This design comes from an exercise in tuning for a short achievable clock period and few clock cycles on the open sky130 flow, not from production work.
Only simulation tests tie the RTL to the original design; equivalence was not proved.
Power figures rest on the tool's default switching activity, not on a simulated workload.

[design.v]
module mux4x1_4bit (
    input  wire [3:0] in0,
    input  wire [3:0] in1,
    input  wire [3:0] in2,
    input  wire [3:0] in3,
    input  wire [1:0] sel,
    output reg  [3:0] out
);
    always @(*) begin
        case (sel)
            2'b00: out = in0;
            2'b01: out = in1;
            2'b10: out = in2;
            2'b11: out = in3;
        endcase
    end
endmodule 
module mux4x1_32bit (
    input  [31:0] in0,
    input  [31:0] in1,
    input  [31:0] in2,
    input  [31:0] in3,
    input  [1:0]  sel,
    output reg [31:0] out
);
    always @(*) begin
        case (sel)
            2'b00: out = in0;
            2'b01: out = in1;
            2'b10: out = in2;
            2'b11: out = in3;
            default: out = 32'b0;
        endcase
    end
endmodule
module ALU(
    input [31:0] A, B,
    input [2:0] ALUOp, 
    output reg signed [31:0] ALU_result,
    output reg Zero, Negative, Positive    
);
    always @(*) begin
        case(ALUOp)
            3'b000: ALU_result = A | B;     
            3'b001: ALU_result = A + B;     
            3'b010: ALU_result = A - B;     
            3'b011: begin              
                if (A == B) ALU_result = 0;
                else if (A < B) ALU_result = -1;
                else ALU_result = 1;
            end
            default: ALU_result = 0;
        endcase
        Zero = (ALU_result == 0);  
    	Negative = (ALU_result < 0);
        Positive = (ALU_result > 0);
    end
endmodule    
module Comparator (
    input  [31:0] A,
    input  [31:0] B,
    output reg zero,
    output reg positive,
    output reg negative
);	
	always @(*) begin  
        if (A == B) begin
            zero     = 1;
            positive = 0;
            negative = 0;
        end
        else if ($signed(A) > $signed(B)) begin
            zero     = 0;
            positive = 1;
            negative = 0;
        end
        else begin
            zero     = 0;
            positive = 0;
            negative = 1;
        end
    end
endmodule
module Exception(
	input [5:0]opcode,
	input [3:0] IF_ID_RegDest,
	output reg exception
	);
always @ (*) 
	begin
		  exception =1'b0 ;
		if ((opcode == 6'd8 || opcode == 6'd9) && IF_ID_RegDest[0] == 1'b1) begin   
			exception = 1'b1;
		end
	end
endmodule
module control_unit( 
    input [5:0] opcode,
	input load_use,
	input second,
	input Exception,
    output reg  RegWr, ExtOp,
    output reg [2:0] ALUOp,
    output reg MemRd, MemWr,
    output reg WBdata ,
	output reg  [1:0]RegDst,
	output reg  [1:0]RegReadB,
	output reg Data_write,
	output reg [1:0]ALUSrc
);
always @(*)
begin
		RegReadB = 0;
		if (Exception == 0) begin
			if (opcode == 6'd7)
				RegReadB = 1;
			else if (opcode == 6'd9)
				RegReadB = second ? 2'd2 : 2'd1;
		end
end
always @(*)
begin
		ExtOp = !(opcode == 6'd0 || opcode == 6'd1 || opcode == 6'd2 ||
		          opcode == 6'd3 || opcode == 6'd4);
end
always @(*) 
begin
        RegDst = 0; RegWr = 0;
        ALUOp = 3'b000; ALUSrc = 0;
        MemRd = 0; MemWr = 0; WBdata = 0; Data_write=0;
		if (Exception == 1 || load_use == 1)
			begin
			end
		else if ((opcode == 6'd8) && !second) begin  
				    RegDst = 0;
		            ALUSrc = 1;
		            WBdata = 1;
		            RegWr = 1;
		            MemRd = 1;
		            ALUOp = 3'b001;
		end		
		else if ((opcode == 6'd9) && !second) begin
				    RegDst = 1;
		            ALUSrc = 1;
		            MemWr = 1;
		            ALUOp = 3'b001;
		end		
		else 
		begin
	        case (opcode) 
	            6'd0: 
				begin  
	                RegDst = 0; RegWr = 1; ALUOp = 3'b000;
	            end
	            6'd1: 
				begin  
	                RegDst = 0; RegWr = 1; ALUOp = 3'b001;
	            end
	            6'd2: 
				begin  
	                RegDst = 0; RegWr = 1; ALUOp = 3'b010;
	            end
	            6'd3: 
				begin  
	                RegDst = 0; RegWr = 1; ALUOp = 3'b011;
	            end
	            6'd4: 
				begin  
	                ALUSrc = 1; RegWr = 1; ALUOp = 3'b000;
	            end
	            6'd5: 
				begin  
	                ALUSrc = 1; RegWr = 1; ALUOp = 3'b001;
	            end
	            6'd6: 
				begin  
	                RegDst = 0; ALUSrc = 1; WBdata = 1; RegWr = 1; MemRd = 1; ALUOp = 3'b001;
	            end
	            6'd7: 
				begin  
	                 ALUSrc = 1; MemWr = 1; ALUOp = 3'b001;
	            end
				6'd8:   
				begin  
		            RegDst = 1;
		            ALUSrc = 2;
		            WBdata = 1;
		            RegWr = 1;
		            MemRd = 1;
		            ALUOp = 3'b001;
		        end	 
	            6'd9: 
				begin  
		            RegDst = 2;
		            ALUSrc = 2;
		            MemWr = 1;
		            ALUOp = 3'b001;
	            end	
	            6'd10,6'd11, 6'd12: 
				begin  
	            end
	            6'd13, 6'd14:
				begin  
	            end
				6'd15: 
				begin  
	                RegDst = 2; RegWr = 1; Data_write=1;
	            end
	            default: ;
	        endcase
			end
    end
endmodule    
module immediate_extender(
    input [13:0] imm_input,
    input Mostbit,
    output [31:0] imm_output
);
assign imm_output = (Mostbit == 1'b0) ? {18'b0, imm_input} :
                        {{18{imm_input[13]}}, imm_input};
endmodule
module forwarding_unit(	
	input ID_EX_MemRd,
    input [3:0] ID_EX_Rs,
    input [3:0] ID_EX_Rt,
	input [3:0] ID_EX_RegRd,
    input [3:0] EX_MEM_RegRd,
    input [3:0] MEM_WB_RegRd,
	input ID_EX_RegWrite,
    input EX_MEM_RegWrite,
    input MEM_WB_RegWrite,
    output reg [1:0] ForwardA,
    output reg [1:0] ForwardB,
	output reg load_use
);
    always @(*) begin
        ForwardA = 2'b00;
        ForwardB = 2'b00; 
		load_use = 1'b0;
        if (ID_EX_RegWrite && (ID_EX_RegRd != 0) && (ID_EX_RegRd == ID_EX_Rs) )
            ForwardA = 2'b01; 			
		else if (EX_MEM_RegWrite && (EX_MEM_RegRd != 0) &&(EX_MEM_RegRd == ID_EX_Rs))
            ForwardA = 2'b10;
		else if (MEM_WB_RegWrite && (MEM_WB_RegRd != 0) &&(MEM_WB_RegRd == ID_EX_Rs))
            ForwardA = 2'b11;
		else  
			ForwardA = 2'b00;
        if (ID_EX_RegWrite && (ID_EX_RegRd != 0) && (ID_EX_RegRd == ID_EX_Rt))
            ForwardB = 2'b01;
		else if(EX_MEM_RegWrite && (EX_MEM_RegRd != 0) &&(EX_MEM_RegRd  == ID_EX_Rt))
			ForwardB = 2'b10;
		else if (MEM_WB_RegWrite && (MEM_WB_RegRd != 0) &&(MEM_WB_RegRd == ID_EX_Rt))
            ForwardB = 2'b11;
		else  
			ForwardB = 2'b00;
		if ((ID_EX_MemRd == 1) && (ForwardA==1 || ForwardB==1))	begin
			load_use = 1'b1;											
			end
    end
endmodule
module RegisterFile(
    input clk,
    input RegWrite, RegWrite2,
    input [3:0] Rd, Rs, Rt,
    input [31:0] BusW, BusW2,
    output reg [31:0] BusA, BusB
);
    reg signed [31:0] Registers[1:15];
    always @(posedge clk) begin
        if (RegWrite2)
            Registers[15] <= BusW2;
        if (RegWrite && Rd != 4'd15 && Rd != 4'd0)
            Registers[Rd] <= BusW;
    end
	always @(*) begin
	    if (Rs == 4'd0)
	        BusA = 32'd0;
	    else if (RegWrite && Rs == Rd)     
	        BusA = BusW;          
	    else
	        BusA = Registers[Rs];      
	    if (Rt == 4'd0)
	        BusB = 32'd0;
	    else if (RegWrite && Rt == Rd)         
	        BusB = BusW;
	    else
	        BusB = Registers[Rt];
	end	 
endmodule
module PC_ctrl (
    input [5:0] OPcode,
    input zero,
    input positive,
    input negative,
	output reg kill1,
    output reg [1:0] PCSrc
);
    always @(*) begin
        kill1 = 0; 	   
		PCSrc = 2'b00;  
        case (OPcode)
            6'b001010: if (zero)   begin  PCSrc = 2'b10; kill1 =1; end  
            6'b001011: if (positive) begin PCSrc = 2'b10; kill1 =1; end 
            6'b001100: if (negative) begin PCSrc = 2'b10; kill1=1; end 
            6'b001101:            begin  PCSrc = 2'b01; kill1=1; end 
            6'b001110:            begin  PCSrc = 2'b10; kill1=1; end  
            6'b001111:            begin  PCSrc = 2'b10; kill1=1; end  
            default: PCSrc = 2'b00;
        endcase
    end
endmodule	  
module Program_Counter ( 
	input [31:0] IF_ID_PC,
	input [31:0] BTA,
    input clk, 
	input stall,
    input reset,
    input [1:0] PCSrc,
    input signed [31:0] imm_ext,
    input [31:0] reg_addr,
    output reg [31:0] PC
);
    always @(posedge clk or posedge reset) begin
        if (reset) begin
            PC <= 0;
        end 
	else if (!stall) begin
            case (PCSrc)
                2'b00: PC <= PC + 4;
                2'b01: PC <= reg_addr;
                2'b10: PC <= IF_ID_PC +(imm_ext <<2);
                2'b11: PC <= PC;  
            endcase
	end
    end
endmodule
module IF_ID (
    input clk,
    input reset,
	input stall,
	input kill1,
    input [31:0] PC_in,
    input [31:0] instruction_in,
    output reg [31:0] PC_out,
    output reg [31:0] instruction_out
);	
	parameter NOP = 32'b0;   
    always @(posedge clk or posedge reset) begin
        if (reset) begin
            PC_out <= 32'hFFFFFFFF;
            instruction_out <= NOP;
        end 
		else if (!stall) begin	 
            PC_out <= PC_in;  
			if (kill1)	  
            	instruction_out <=NOP;	
			else
				instruction_out <= instruction_in;	
        end	
    end	
endmodule
module ID_EX (
    input clk,
    input reset,
    input [2:0] ALUOp_in,
    input [1:0] ALUSrc_in,
    input       MemRead_in,
    input       MemWrite_in,
    input       WBdata_in,
    input       RegWrite_in,
    input       Data_write_in,
    input [31:0] BusA_in,
    input [31:0] BusB_in,
    input [31:0] imm_ext_in,
    input [3:0] Rd_in,
	input [31:0] PC,
	input [31:0] BTA_in,
    output reg [1:0] RegDst_out,
    output reg [2:0] ALUOp_out,
    output reg [1:0] ALUSrc_out,
    output reg       MemRead_out,
    output reg       MemWrite_out,
    output reg       WBdata_out,
    output reg       RegWrite_out,
    output reg       Data_write_out,
    output reg [31:0] BusA_out,
    output reg [31:0] BusB_out,
    output reg [31:0] imm_ext_out,
    output reg [3:0] Rd_out,
	output reg [31:0] PC_out,
	output reg [31:0] BTA_out
);
    always @(posedge clk or posedge reset) begin
        if (reset) begin
            {RegDst_out, ALUOp_out, ALUSrc_out, MemRead_out, MemWrite_out,
             WBdata_out, RegWrite_out, Data_write_out} <= 0;
            {BusA_out, BusB_out, imm_ext_out} <= 0;
            {Rd_out,BTA_out} <= 0; 
			PC_out <= 32'hFFFFFFFF;
        end else begin
            ALUOp_out      <= ALUOp_in;
            ALUSrc_out     <= ALUSrc_in;
            MemRead_out    <= MemRead_in;
            MemWrite_out   <= MemWrite_in;
            WBdata_out     <= WBdata_in;
            RegWrite_out   <= RegWrite_in;
            Data_write_out <= Data_write_in;
            BusA_out <= BusA_in;
            BusB_out <= BusB_in;
            imm_ext_out <= imm_ext_in;
            Rd_out <= Rd_in;
			PC_out <= PC ;
			BTA_out<=BTA_in; 
        end
    end
endmodule
module EX_MEM (
    input clk,
    input reset,
    input MemRead_in,
    input MemWrite_in,
    input WBdata_in,
    input RegWrite_in,
    input Data_write_in,
    input [31:0] ALU_result_in,
    input [31:0] BusB_in,
    input [3:0] dest_reg_in,
	input [31:0] PC,
    output reg MemRead_out,
    output reg MemWrite_out,
    output reg WBdata_out,
    output reg RegWrite_out,
    output reg Data_write_out,
    output reg [31:0] ALU_result_out,
    output reg [31:0] BusB_out,
    output reg [3:0] dest_reg_out,
	output reg [31:0] PC_out
);
    always @(posedge clk or posedge reset) begin
        if (reset) begin
            {MemRead_out, MemWrite_out, WBdata_out, RegWrite_out, Data_write_out} <= 0;
            ALU_result_out <= 0;
            BusB_out <= 0;
            dest_reg_out <= 0;
			PC_out <=32'hFFFFFFFF ;
        end else begin
            MemRead_out <= MemRead_in;
            MemWrite_out <= MemWrite_in;
            WBdata_out <= WBdata_in;
            RegWrite_out <= RegWrite_in;
            Data_write_out <= Data_write_in;
            ALU_result_out <= ALU_result_in;
            BusB_out <= BusB_in;
            dest_reg_out <= dest_reg_in;
			PC_out <= PC ;
        end
    end
endmodule
module MEM_WB (
    input clk,
    input reset,
    input RegWrite_in,
    input Data_write_in,
    input [31:0] Data_in,
    input [3:0] dest_reg_in,
	input [31:0] PC,
    output reg RegWrite_out,
    output reg Data_write_out,
    output reg [31:0] Data_out,
    output reg [3:0] dest_reg_out,
	output reg [31:0] PC_out
);
    always @(posedge clk or posedge reset) begin
        if (reset) begin
            {RegWrite_out, Data_write_out} <= 0;
            Data_out <= 0;
            dest_reg_out <= 0;
			PC_out<=32'hFFFFFFFF;
        end else begin
            RegWrite_out <= RegWrite_in;
            Data_write_out <= Data_write_in;
            Data_out <= Data_in;
            dest_reg_out <= dest_reg_in;
			PC_out<=PC;
        end
    end
endmodule
module pipline(    
    input clk,
    input reset,
    output [31:0] imem_addr,
    input  [31:0] imem_data,
    output [31:0] dmem_addr,
    output [31:0] dmem_wdata,
    output        dmem_we,
    input  [31:0] dmem_rdata
);
	wire stall;
	wire load_use;
	reg second;
    wire [31:0] PC;
    wire [31:0] instruction;
    assign imem_addr = PC;
    assign instruction = imem_data;
	wire [31:0] IF_ID_PC;
    wire [31:0] IF_ID_instruction ;
	IF_ID if_id ( 
	.kill1(kill1),
	.clk(clk),
	.reset(reset),
	.stall(stall),
	.PC_in(PC),
	.instruction_in(instruction),
	.PC_out(IF_ID_PC),
	.instruction_out(IF_ID_instruction)
	);
    wire [5:0] opcode = IF_ID_instruction[31:26];
    wire [3:0] Rd     = IF_ID_instruction[25:22];
    wire [3:0] Rs     = IF_ID_instruction[21:18];
    wire [3:0] Rt     = IF_ID_instruction[17:14];
    wire [13:0] imm   = IF_ID_instruction[13:0];
    wire ExtOp;
    wire [31:0] imm_ext;
    immediate_extender IMEXT (
        .imm_input(imm),
        .Mostbit(ExtOp),
        .imm_output(imm_ext)
    );
    wire RegWr, MemRd, MemWr, WBdata, Data_write;
    wire [1:0] RegDst, ALUSrc, PCSrc,RegReadB;  
	wire kill1;
    wire [2:0] ALUOp;
    control_unit CU (  
		.load_use(load_use),
		.second(second),
        .opcode(opcode),
        .RegDst(RegDst),
        .RegWr(RegWr),
        .ExtOp(ExtOp),
        .ALUOp(ALUOp),
        .ALUSrc(ALUSrc),
        .MemRd(MemRd),
        .MemWr(MemWr),
        .WBdata(WBdata),
        .Data_write(Data_write),
        .RegReadB(RegReadB),
		.Exception(Exception)
    );
    wire [3:0] real_Rt;
    wire [3:0] write_reg;
	mux4x1_4bit my_muxRB (
        .in0(Rt),
        .in1(Rd),
        .in2(Rd + 1),
        .in3(Rt),
        .sel(RegReadB),
        .out(real_Rt)
    	);
    mux4x1_4bit my_mux (
        .in0(Rd),
        .in1(Rd + 1),
        .in2(4'd14),
        .in3(Rt),
        .sel(RegDst),
        .out(write_reg)
    );
    wire [31:0] BusA, BusB;
	wire signed [31:0] BusW, BusW_temp;
	wire [31:0] R14_debug;
    RegisterFile RF (
        .clk(clk),
        .RegWrite(MEM_WB_RegWr),
        .Rd(MEM_WB_dest_reg),
        .Rs(Rs),
        .Rt(real_Rt),
        .BusW(BusW),
        .BusA(BusA),
        .BusB(BusB),
		.BusW2(BusW2),
		.RegWrite2(MEM_WB_RegWr || 1)
    );
	wire [31:0] BTA_in ; 
	assign BTA_in = IF_ID_PC + (imm_ext<< 2);
	wire zero, positive , negative;
Comparator comparator (
    .A(outForwardA),
    .B(outForwardB),
    .zero(zero),
    .positive(positive),
    .negative(negative)
);
	wire [31:0] ID_EX_PC;
	wire [31:0] BTA_out;
    wire [31:0] ID_EX_BusA, ID_EX_BusB;
    wire [31:0] ID_EX_imm_ext;
    wire [3:0] ID_EX_Rd;
    wire [1:0] ID_EX_RegDst, ID_EX_ALUSrc;
    wire ID_EX_RegWr, ID_EX_MemRd, ID_EX_MemWr, ID_EX_WBdata;
    wire [2:0] ID_EX_ALUOp;
    wire ID_EX_Data_write ; 
ID_EX id_ex(
    .clk(clk),
    .reset(reset),
    .ALUOp_in(ALUOp),
    .ALUSrc_in(ALUSrc),
    .MemRead_in(MemRd),
    .MemWrite_in(MemWr),
    .WBdata_in(WBdata),
    .RegWrite_in(RegWr),
    .Data_write_in(Data_write),
.PC(IF_ID_PC),
.BTA_in(BTA_in),
    .BusA_in(outForwardA),
    .BusB_in(outForwardB),
    .imm_ext_in(imm_ext),
    .Rd_in(write_reg),
.PC_out(ID_EX_PC),
.BTA_out(BTA_out),
    .RegDst_out(ID_EX_RegDst),
    .ALUOp_out(ID_EX_ALUOp),
    .ALUSrc_out(ID_EX_ALUSrc),
    .MemRead_out(ID_EX_MemRd),
    .MemWrite_out(ID_EX_MemWr),
    .WBdata_out(ID_EX_WBdata),
    .RegWrite_out(ID_EX_RegWr),
    .Data_write_out(ID_EX_Data_write),
    .BusA_out(ID_EX_BusA),
    .BusB_out(ID_EX_BusB),
    .imm_ext_out(ID_EX_imm_ext),
    .Rd_out(ID_EX_Rd)
);
    wire [31:0] ALU_inputB;
	wire [31:0] outForwardA;
	wire [31:0] outForwardB;
    mux4x1_32bit my_mux2 (
        .in0(ID_EX_BusB),
        .in1(ID_EX_imm_ext),
        .in2(ID_EX_imm_ext + 1),
        .in3(ID_EX_BusB),
        .sel(ID_EX_ALUSrc),
        .out(ALU_inputB)
    );
    wire signed [31:0] ALU_result;
    wire Zero, Negative, Positive;
    wire [31:0] EX_result = ID_EX_Data_write ? ID_EX_PC + 4 : ALU_result;
mux4x1_32bit my_mux4 (
    .in0(BusA),
    .in1(EX_result),
    .in2(BusW_temp),
    .in3(BusW),
    .sel(ForwardA),
    .out(outForwardA)
);
mux4x1_32bit my_mux3 (
    .in0(BusB),
    .in1(EX_result),
    .in2(BusW_temp),
    .in3(BusW),
    .sel(ForwardB),
    .out(outForwardB)
);
    ALU alu (
        .A(ID_EX_BusA),
        .B(ALU_inputB),
        .ALUOp(ID_EX_ALUOp),
        .ALU_result(ALU_result),
        .Zero(Zero),   
        .Negative(Negative),
        .Positive(Positive)
    );
	wire [1:0] ForwardA, ForwardB;
	wire Exception;
	forwarding_unit forward_unit ( 
		.ID_EX_MemRd(ID_EX_MemRd), 
		.ID_EX_Rs(Rs),
		.ID_EX_Rt(real_Rt),
		.ID_EX_RegRd(ID_EX_Rd),
		.EX_MEM_RegRd(EX_MEM_write_reg),
		.MEM_WB_RegRd(MEM_WB_dest_reg),
		.ID_EX_RegWrite(ID_EX_RegWr),
		.EX_MEM_RegWrite(EX_MEM_RegWr),
		.MEM_WB_RegWrite(MEM_WB_RegWr),
		.ForwardA(ForwardA),
		.ForwardB(ForwardB),
		.load_use(load_use)
		); 
	wire is_dw = (opcode == 6'd8 || opcode == 6'd9) && !Exception;
	assign stall = load_use || (is_dw && !second);
	always @(posedge clk or posedge reset) begin
		if (reset)
			second <= 1'b0;
		else if (!load_use)
			second <= is_dw && !second;
	end
	Exception try(
		.opcode(opcode),
		.IF_ID_RegDest(IF_ID_instruction[25:22]),
		.exception(Exception)
		);
    wire [31:0] EX_MEM_ALU_result;
    wire [31:0] EX_MEM_BusB;
    wire [3:0] EX_MEM_write_reg;
    wire EX_MEM_RegWr, EX_MEM_MemRd, EX_MEM_MemWr, EX_MEM_WBdata;
    wire EX_MEM_Data_write;
    wire [31:0] EX_MEM_PC ;
EX_MEM ex_mem(
    .clk(clk),
    .reset(reset),
    .MemRead_in(ID_EX_MemRd),
    .MemWrite_in(ID_EX_MemWr),
    .WBdata_in(ID_EX_WBdata),
    .RegWrite_in(ID_EX_RegWr),
    .Data_write_in(ID_EX_Data_write),
    .ALU_result_in(EX_result),
    .BusB_in(ID_EX_BusB),
    .dest_reg_in(ID_EX_Rd),
.PC(ID_EX_PC),
    .MemRead_out(EX_MEM_MemRd),
    .MemWrite_out(EX_MEM_MemWr),
    .WBdata_out(EX_MEM_WBdata),
    .RegWrite_out(EX_MEM_RegWr),
    .Data_write_out(EX_MEM_Data_write),
    .ALU_result_out(EX_MEM_ALU_result),
    .BusB_out(EX_MEM_BusB),
    .dest_reg_out(EX_MEM_write_reg),
.PC_out(EX_MEM_PC)
);
    wire [31:0] MemDataOut;
    assign dmem_addr  = EX_MEM_ALU_result;
    assign dmem_wdata = EX_MEM_BusB;
    assign dmem_we    = EX_MEM_MemWr;
    assign MemDataOut = dmem_rdata;
	assign BusW_temp = (EX_MEM_WBdata) ? MemDataOut : EX_MEM_ALU_result;
    wire [31:0] MEM_WB_DataOut;
    wire [3:0] MEM_WB_dest_reg;
    wire MEM_WB_RegWr, MEM_WB_WBdata;
    wire MEM_WB_Data_write;
    wire [31:0] MEM_WB_PC ;
MEM_WB mem_wb (
    .clk(clk),
    .reset(reset),
    .RegWrite_in(EX_MEM_RegWr),
    .Data_write_in(EX_MEM_Data_write),
    .Data_in(BusW_temp),
    .dest_reg_in(EX_MEM_write_reg),
.PC(EX_MEM_PC),
    .RegWrite_out(MEM_WB_RegWr),
    .Data_write_out(MEM_WB_Data_write),
    .Data_out(MEM_WB_DataOut),
    .dest_reg_out(MEM_WB_dest_reg),
.PC_out(MEM_WB_PC)
);
	assign BusW  = (MEM_WB_Data_write) ? MEM_WB_PC + 4 : MEM_WB_DataOut;
	wire [31:0] BusW2; 
	assign BusW2  = MEM_WB_PC; 
    PC_ctrl pc_control (
        .OPcode(opcode),
        .zero(zero),
        .positive(positive),
        .negative(negative),
        .PCSrc(PCSrc),
		.kill1(kill1)
    );
    Program_Counter pc (
		.IF_ID_PC(IF_ID_PC),
		.BTA(BTA_in),
		.stall(stall),
        .clk(clk),
        .reset(reset),
        .PCSrc(PCSrc),
        .imm_ext(imm_ext),
        .reg_addr(outForwardA),
        .PC(PC));
endmodule
[run.sh]
#!/bin/bash
# synth_recipe.tcl (not shown) runs the flow's synth.tcl, then flattens the netlist and writes it again
# the make line also repeats each setting of config.mk as NAME=value (left out here)
make -C /OpenROAD-flow-scripts/flow DESIGN_CONFIG=/design/flow/config.mk WORK_HOME=/design/flow/orfs CLKGATE_MAP_FILE= SYNTH_SCRIPT=/design/flow/synth_recipe.tcl finish
[config.mk]
export PLATFORM = sky130hd
export DESIGN_NAME = pipline
export DESIGN_NICKNAME = pipline
export VERILOG_FILES = /design/flow/design.v
export SDC_FILE = /design/flow/constraint.sdc
export NUM_CORES = 4
export LEC_CHECK = 0
export CAP_MARGIN = 20
export CORE_MARGIN = 2
export CORE_UTILIZATION = 40
export PLACE_DENSITY = 0.6
export SLEW_MARGIN = 20
[constraint.sdc]
create_clock -name core_clock -period 9.2 [get_ports {clk}]
set_input_delay 1.8400 -clock core_clock [delete_from_list [all_inputs] [get_ports {clk}]]
set_output_delay 1.8400 -clock core_clock [all_outputs]
set_load 0.01 [all_outputs]
==> run_results.csv <==
group,metric,value,unit
outcome,status,"no timing/DRC/antenna violations",
routing,num_vias,36500,
routing,drc,0,
global_route,grt_max_degree,142,
clock_network,cts_max_level,3,
critical_path,arrival,9400,ps
logic_synthesis,synth.top_cells.by_count,"edfxtp_1 (448), nand2_1 (397), a21oi_1 (324), dfrtp_1 (266), nor2_1 (258)",
critical_path,crit_type,"flop to flop",
sta,skew,66.3,ps
routing,drt_pre_antenna_iters,8,
global_route,grt_pass1_vias,34600,
placed_design,place_congestion,1.01,
logic_synthesis,synth.most_common_cell,"edfxtp_1",
finish,final_layout_size_suffix_gt1_frac,0.210,
logic_synthesis,synthArstFlopShare,0.451,
run,max_cap_violations,0,
sta,setup_viol,0,
logic_synthesis,synth_area_leaders,"edfxtp_1 (28%), dfrtp_1 (14%), mux4_2 (11%)",
die,die_w,348,µm
logic_synthesis,synth-seq-cells,874,
finish,fin_nets,4501,
logic_synthesis,synth_seq_area_share,0.510,
critical_path,rrSetupSlack,350,ps
sta,hold_slack,345,ps
sta,fin_crit_sh,0.962,
sta,hold_viol_final,0,
die,die_h,348,µm
die,pin_count,163,
clock_network,cts_tree,"yes",
global_route,gr-total-overflow,0,
logic_synthesis,yosysTopAreaCellShare,0.285,
critical_path,endpoint_kind,"flop",
logic_synthesis,synth_ff_type,"edfxtp_1",
routing,wire_per_inst,30.4,µm
logic_synthesis,syn_avg_cell_area,11.7,µm²
clock_network,clkSlewWorstSetupHoldPaths,70,ps
critical_path,slowest_stage,"o41ai_4",
clock_network,clk_latency,720,ps
routing,via_per_inst,6.21,
worst_hold_path,holdCritPathClass,"flop to flop",
critical_path,crit_end,"pc.PC[31]$_DFFE_PP0P_",
global_route,antenna_found_initial,14,
routing,drt_wl_total,179,mm
sta,min_period,8850,ps
pwr,p_total,21.9,mW
clock_network,cts_root_buf,"clkbuf_16",
sta,maxSlewHeadroom,0.258,
clock_network,numCtsBuffers,94,
finish,post-route-util,0.471,
die,die_area,121000,µm²
global_route,grt_pass1_wl,254,mm
logic_synthesis,synth_top_cell_by_area,"edfxtp_1",
critical_path,critPathLaunchType,"flop",
logic_synthesis,yosys.cell_types.count,104,
critical_path,crit_top_cell,"and3_1",
sta,maxSlewViolCount,0,
logic_synthesis,synth_edf_count,448,
die,start_util,0.402,
routing,drtAntennaViolNets,0,
finish,area_growth,17.1,%
logic_synthesis,syn-instance-count,4047,
pwr,max-vdd-ir-drop,0.204,mV
critical_path,critPathLaunch,"id_ex.imm_ext_out[0]$_DFF_PP0_",
logic_synthesis,syn_area,47300,µm²
pwr,power_density,396,nW/µm²
critical_path,r2r-start,"id_ex.imm_ext_out[0]$_DFF_PP0_",
placed_design,dpl-instance-area,51700,µm²
clock_network,clockBufferDepth,3,
pwr,p_leak,21.1,nW
sta,fmaxAchievable,0.113,GHz
finish,final_cell_area,55400,µm²
placed_design,place_hpwl,131,mm
die,num_rows,126,
sta,finalSetupTns,0,ps
critical_path,r2r_cells,37,
critical_path,cp_data_required_time,9750,ps
critical_path,crit_path_max_fanout,10,
clock_network,cts.sinks,874,
routing,drt_iter0_drc,4755,
global_route,track_usage,0.290,
critical_path,critPathMaxStageDelay,720,ps
logic_synthesis,synth_warnings,17,
placed_design,portBuffers,162,
sta,worst_pin_slew,1110,ps
logic_synthesis,synth_nets,4288,
die,core_region_area,118000,µm²
critical_path,r2r-end,"pc.PC[31]$_DFFE_PP0P_",
-- kinds of logic after synthesis --
kind of cell / after synthesis / synth area share
buf+inv: 462 / 0.0388
compound gates: 1007 / 0.142
fa+ha+maj: 175 / 0.0468
flops: 874 / 0.510
simple gates: 1061 / 0.104
mux: 353 / 0.136
xor+xnor: 115 / 0.0213
-- state kept, by name, summed over array words and instances (netlist names), 4 cells and up --
name                   flops
pc.PC                     32
mem_wb.dest_reg_out        4
RF.Registers             480
ex_mem.ALU_result_out     32
id_ex.BusA_out            32
mem_wb.PC_out             32
ex_mem.dest_reg_out        4
id_ex.imm_ext_out         15
id_ex.PC_out              32
ex_mem.BusB_out           32
ex_mem.PC_out             32
if_id.instruction_out     32
id_ex.Rd_out               4
mem_wb.Data_out           32
id_ex.BusB_out            32
if_id.PC_out              32
-- cell type report --
class | count | area [µm²]
Fill cell | 10600 | 62200
Antenna cell | 2 | 5.00
Clock buffer | 123 | 2610
Sequential cell | 874 | 24100
Timing Repair Buffer | 396 | 3560
Multi-Input combinational cell | 2711 | 21800
Tap cell | 1536 | 1920
Inverter | 183 | 694
Clock inverter | 54 | 593
-- how the worst min path moves through the flow --
| stage | start | end | slack, ps | depth (start not counted) |
|---|---|---|---|---|
| finish | ex_mem.PC_out[13]$_DFF_PP1_ | mem_wb.PC_out[13]$_DFF_PP1_ | 340 | 0 |
| CTS | ex_mem.PC_out[13]$_DFF_PP1_ | mem_wb.PC_out[13]$_DFF_PP1_ | 340 | 0 |
| global placement | ex_mem.Data_write_out$_DFF_PP0_ | mem_wb.Data_write_out$_DFF_PP0_ | 340 | 0 |
| global route | ex_mem.PC_out[29]$_DFF_PP1_ | mem_wb.PC_out[29]$_DFF_PP1_ | 360 | 0 |
| floorplan | id_ex.MemWrite_out$_DFF_PP0_ | ex_mem.MemWrite_out$_DFF_PP0_ | 330 | 0 |
| detailed placement | ex_mem.PC_out[28]$_DFF_PP1_ | mem_wb.PC_out[28]$_DFF_PP1_ | 350 | 0 |
-- cells in the final DEF (no fill, tap or decap), drive strengths merged, types with 39 or more instances in the layout --
| cell type | instances |
|---|---|
| mux2i | 93 |
| nand2 | 398 |
| clkdlybuf4s50 | 162 |
| edfxtp | 448 |
| a21oi | 324 |
| a221oi | 39 |
| o22ai | 39 |
| inv | 184 |
| buf | 233 |
| nor3 | 59 |
| nor2 | 258 |
| clkbuf | 124 |
| clkinv | 39 |
| o21ai | 185 |
| dfstp | 128 |
| a21o | 69 |
| mux4 | 230 |
| nand4 | 41 |
| ha | 172 |
| xor2 | 50 |
| dfrtp | 266 |
| nand3 | 103 |
| xnor2 | 65 |
-- through the flow --
step	setup WS, ps	cells
2_1_floorplan	1040	4047
3_3_place_gp	-277	5685
3_5_place_dp	-327	5685
4_1_cts	46.4	5862
5_1_grt	-13.8	5877
6_report	350	5879
-- metal layers --
metal / track usage / vias to the layer above / part of all wire
met3: 0.0688 / 310 / 0.10
met4: 0.0936 / 14 / 0.035
met2: 0.425 / 2028 / 0.43
li1: - / 15600 / -
met5: 0 / - / 0.00049
met1: 0.424 / 18500 / 0.43
-- worst max-delay path: cells and delay by family (launching register included) --
family	cells	cell delay, ps
AOI/OAI and AO/OA	11	2810
adders and majority gates	4	940
buffers and inverters	4	530
DFF	1	390
and+or+nand+nor	18	4060
-- repair_timing --
item | 4_1_cts | 5_1_grt
gates cloned | 0 | 1
buffers inserted | 0 | 14
resized for setup | 8 | 52
setup endpoints to repair | 32 | 32
hold buffers | 0 | 0
pin swaps | 0 | 28
-- power breakdown --
group | internal [mW] | switching, mW | total (mW)
registers | 5.56 | 1.18 | 6.74
logic | 4.22 | 7.05 | 11.3
clock network | 2.25 | 1.67 | 3.92
total | 12.0 | 9.90 | 21.9
Testbench counts, summed over its fixed seeds: cycles 60,385.

[re-timing with driven ports]
Ports are ideal in the flow. The routed layout listed here was re-timed in OpenROAD. Step 1 assumes that a clkbuf_16 drives the clock port and a buf_2 every other input. Step 2 moves the port delays by t, midway between the first and last clock arrival at a register: inputs arrive t later, outputs are due t later. That takes back most of the time a late clock gives input paths. Three values: ideal ports, drivers, drivers and shift; two values: the first two.
t (ns): 0.759
setup slack, ns: 0.350 / 0.350 / 0.350
hold WS [ns]: 0.345 / 0.345 / 0.345
worst setup path after step 2: register to register
pins driven straight from the clock port: 1
After both steps this run still meets setup and hold. For this run, drivers alone change the setup slack by 0.000 ns; drivers and shift together by 0.000 ns.
